What follows belongs to an exercise in optimizing a design on an open flow for small area, a short achievable clock period and few clock cycles; a production flow would make more cautious choices. The RTL was checked by simulation tests, not by an equivalence proof against the original design. Power figures rest on the tool's default switching activity, not on a simulated workload.

==> flow/design.v <==
module MM(clk,i,j,reset,read,write,index,read_data,write_data,finish);
	input reset, clk;
	input [19:0]read_data;
	output [19:0]i, j;
	output read, write, index, finish;
	output [39:0]write_data;
	reg rd_o, wr_o, idx_o, fin_o;
	reg [9:0] i_o, j_o, x;
	reg [9:0] rm1, km1, cm1;
	reg alldone, wfin;
	reg q1, q2, q3;
	reg f1, f2, l1, l2, l3, e1, e2, e3;
	reg [19:0] b;
	reg [39:0] s, c, acc;
	wire hdr   = rd_o & wr_o;
	wire cur_b = rd_o & ~wr_o & idx_o;
	wire cur_a = rd_o & ~wr_o & ~idx_o;
	wire cur_w = wr_o & ~rd_o;
	wire lastn = (j_o == km1);
	wire lastc = (x == cm1);
	wire lastr = (i_o == rm1);
	wire need_w = q3 & l3;
	wire [9:0] hdr_m1 = read_data[9:0] - 10'd1;
	always @(posedge clk or posedge reset) begin
		if (reset) begin
			rd_o <= 1'b1;
			wr_o <= 1'b1;
			idx_o <= 1'b0;
			i_o <= 10'd0;
			fin_o <= 1'b0;
			alldone <= 1'b0;
			wfin <= 1'b0;
			q1 <= 1'b0;
			q2 <= 1'b0;
			q3 <= 1'b0;
		end else begin
			q1 <= cur_a;
			q2 <= q1;
			q3 <= q2;
			if (hdr) begin
				if (i_o[1]) begin
					rd_o <= 1'b1;
					wr_o <= 1'b0;
					idx_o <= 1'b1;
					i_o <= 10'd0;
				end else begin
					i_o <= i_o + 10'd1;
				end
			end else begin
				if (cur_b) begin
					i_o <= x;
					idx_o <= 1'b0;
				end else if (cur_a) begin
					idx_o <= 1'b1;
					if (!lastn) i_o <= j_o + 10'd1;
					else if (!lastc) i_o <= 10'd0;
					else if (!lastr) i_o <= 10'd0;
					if (lastn & lastc & lastr) alldone <= 1'b1;
				end
				if (need_w) begin
					rd_o <= 1'b0;
					wr_o <= 1'b1;
					wfin <= e3;
				end else if (alldone | (cur_a & lastn & lastc & lastr)) begin
					rd_o <= 1'b0;
					wr_o <= 1'b0;
				end else begin
					rd_o <= 1'b1;
					wr_o <= 1'b0;
				end
				if (cur_w & wfin) fin_o <= 1'b1;
			end
		end
	end
	always @(posedge clk) begin
		if (hdr) begin
			if (i_o[1:0] == 2'd0) rm1 <= hdr_m1;
			if (i_o[1:0] == 2'd1) km1 <= hdr_m1;
			if (i_o[1:0] == 2'd2) cm1 <= hdr_m1;
			j_o <= 10'd0;
			x <= 10'd0;
		end else if (cur_b) begin
			j_o <= i_o;
			x <= j_o;
		end else if (cur_a) begin
			x <= i_o;
			if (!lastn) j_o <= x;
			else if (!lastc) j_o <= x + 10'd1;
			else begin
				j_o <= 10'd0;
				x <= i_o + 10'd1;
			end
		end
	end
	reg signed [21:0] a2;
	reg [14:0] dg;
	reg [14:0] dg_odd, dg_even;
	reg [2:0] tp, te;
	integer m;
	always @(*) begin
		for (m = 0; m < 5; m = m + 1) begin
			tp = (m == 4) ? b[19:17] : b[4*m+1 +: 3];
			te = (m == 0) ? {b[1:0], 1'b0} : b[4*m-1 +: 3];
			dg_odd[3*m]   = tp[2] & ~(tp[1] & tp[0]);
			dg_odd[3*m+1] = tp[1] ^ tp[0];
			dg_odd[3*m+2] = (tp[2] & ~tp[1] & ~tp[0]) | (~tp[2] & tp[1] & tp[0]);
			dg_even[3*m]   = te[2] & ~(te[1] & te[0]);
			dg_even[3*m+1] = te[1] ^ te[0];
			dg_even[3*m+2] = (te[2] & ~te[1] & ~te[0]) | (~te[2] & te[1] & te[0]);
		end
	end
	always @(posedge clk) begin
		if (cur_b) b <= read_data;
		a2 <= cur_a ? {read_data, 2'b00} : {{2{a2[21]}}, a2[21:2]};
		dg <= cur_a ? dg_odd : (q1 ? dg_even : 15'd0);
		f1 <= (j_o == 10'd0);
		l1 <= lastn;
		e1 <= lastn & lastc & lastr;
		f2 <= f1;
		l2 <= l1;
		e2 <= l1 & e1;
		l3 <= l2;
		e3 <= e2;
	end
	reg [39:0] row [0:4];
	reg [39:0] row5;
	reg [22:0] sel, f;
	always @(*) begin
		row5 = -(40'h11111 << 22);
		for (m = 0; m < 5; m = m + 1) begin
			sel = dg[3*m+1] ? {a2[21], a2} : (dg[3*m+2] ? {a2, 1'b0} : 23'd0);
			f = sel ^ {23{dg[3*m]}};
			row[m] = {17'd0, ~f[22], f[21:0]} << (4*m);
			row5[4*m] = dg[3*m];
		end
	end
	wire [39:0] s1a = row[0] ^ row[1] ^ row[2];
	wire [39:0] c1a = {(row[0][38:0] & row[1][38:0]) | (row[0][38:0] & row[2][38:0]) | (row[1][38:0] & row[2][38:0]), 1'b0};
	wire [39:0] s1b = row[3] ^ row[4] ^ row5;
	wire [39:0] c1b = {(row[3][38:0] & row[4][38:0]) | (row[3][38:0] & row5[38:0]) | (row[4][38:0] & row5[38:0]), 1'b0};
	wire [39:0] s2 = s1a ^ c1a ^ s1b;
	wire [39:0] c2 = {(s1a[38:0] & c1a[38:0]) | (s1a[38:0] & s1b[38:0]) | (c1a[38:0] & s1b[38:0]), 1'b0};
	wire [39:0] s3 = s2 ^ c2 ^ c1b;
	wire [39:0] c3 = {(s2[38:0] & c2[38:0]) | (s2[38:0] & c1b[38:0]) | (c2[38:0] & c1b[38:0]), 1'b0};
	always @(posedge clk) begin
		s <= s3;
		c <= c3;
		acc <= ((q2 & f2) ? 40'd0 : acc) + s + c;
	end
	assign read = rd_o;
	assign write = wr_o;
	assign index = idx_o;
	assign i = {10'd0, i_o};
	assign j = {10'd0, j_o};
	assign finish = fin_o;
	assign write_data = acc;
endmodule
Settings: LEC_CHECK=0, CAP_MARGIN=20, CORE_MARGIN=2, CORE_UTILIZATION=40, PLACE_DENSITY=0.6, SLEW_MARGIN=20; clock period 10.0 ns.
standard.sh (not shown) runs the stock make flow with config.mk's settings and CLKGATE_MAP_FILE= SYNTH_SCRIPT=/design/flow/synth_recipe.tcl, a recipe that flattens the netlist after the stock synthesis.
==> flow/flow/run.sh <==
#!/bin/bash
# The standard layout, with ORFS's timing repair aiming for a clock period
# well below the design's (the constraints themselves are unchanged).
set -euo pipefail
bash standard.sh SETUP_SLACK_MARGIN=6.9 finish > standard_flow.log 2>&1
The first run ran to the end with no violations.
Testbench counts at the start, summed over its fixed seeds: cycles 94,744.
Next try:
==> flow/run.sh (new file) <==
#!/bin/bash
# synth_recipe.tcl (not shown) runs the flow's synth.tcl, then flattens the netlist and writes it again
# the make line also repeats each setting of config.mk as NAME=value (left out here)
make -C /OpenROAD-flow-scripts/flow DESIGN_CONFIG=/design/flow/config.mk WORK_HOME=/design/flow/orfs CLKGATE_MAP_FILE= SYNTH_SCRIPT=/design/flow/synth_recipe.tcl finish
removed: flow/flow/run.sh
removed: flow/standard.sh
Power decreases by 17%.
Synthesized cell count stays the same.
Routed wire length decreases by 7.1%.
Sequential share of layout area increases by 1.5 points.
Core utilization decreases by 3.1 points.
Hold slack hardly moves.

-- afterwards: timing with drivers on the ports --
Ports are ideal in the flow. The routed layouts listed here were re-timed in OpenROAD. Step 1 (the two cells are an assumption about what drives the block):
set clk [get_ports {clk}]
set_driving_cell -lib_cell sky130_fd_sc_hd__clkbuf_16 $clk
set_driving_cell -lib_cell sky130_fd_sc_hd__buf_2 [delete_from_list [all_inputs] $clk]
Step 2 moves the port delays by t, midway between the first and last clock arrival at a register: inputs arrive t later, outputs are due t later. That takes back most of the time a late clock gives input paths. Three values: ideal, step 1, step 2; two values: the first two.
run	shift t [ns]	setup slack, ns	slew at the worst register clock pin (ns)	worst data-port slew with drivers (ns)
the first run	0.607	6.668 / 6.648 / 6.438	0.07 / 0.07	0.05
the second run	0.617	5.825 / 5.825 / 5.825	0.07 / 0.07	0.05
After both steps setup and hold are still met in every run listed. For the first run, which loses most, drivers alone change the setup slack by -0.020 ns; drivers and shift together by -0.230 ns.
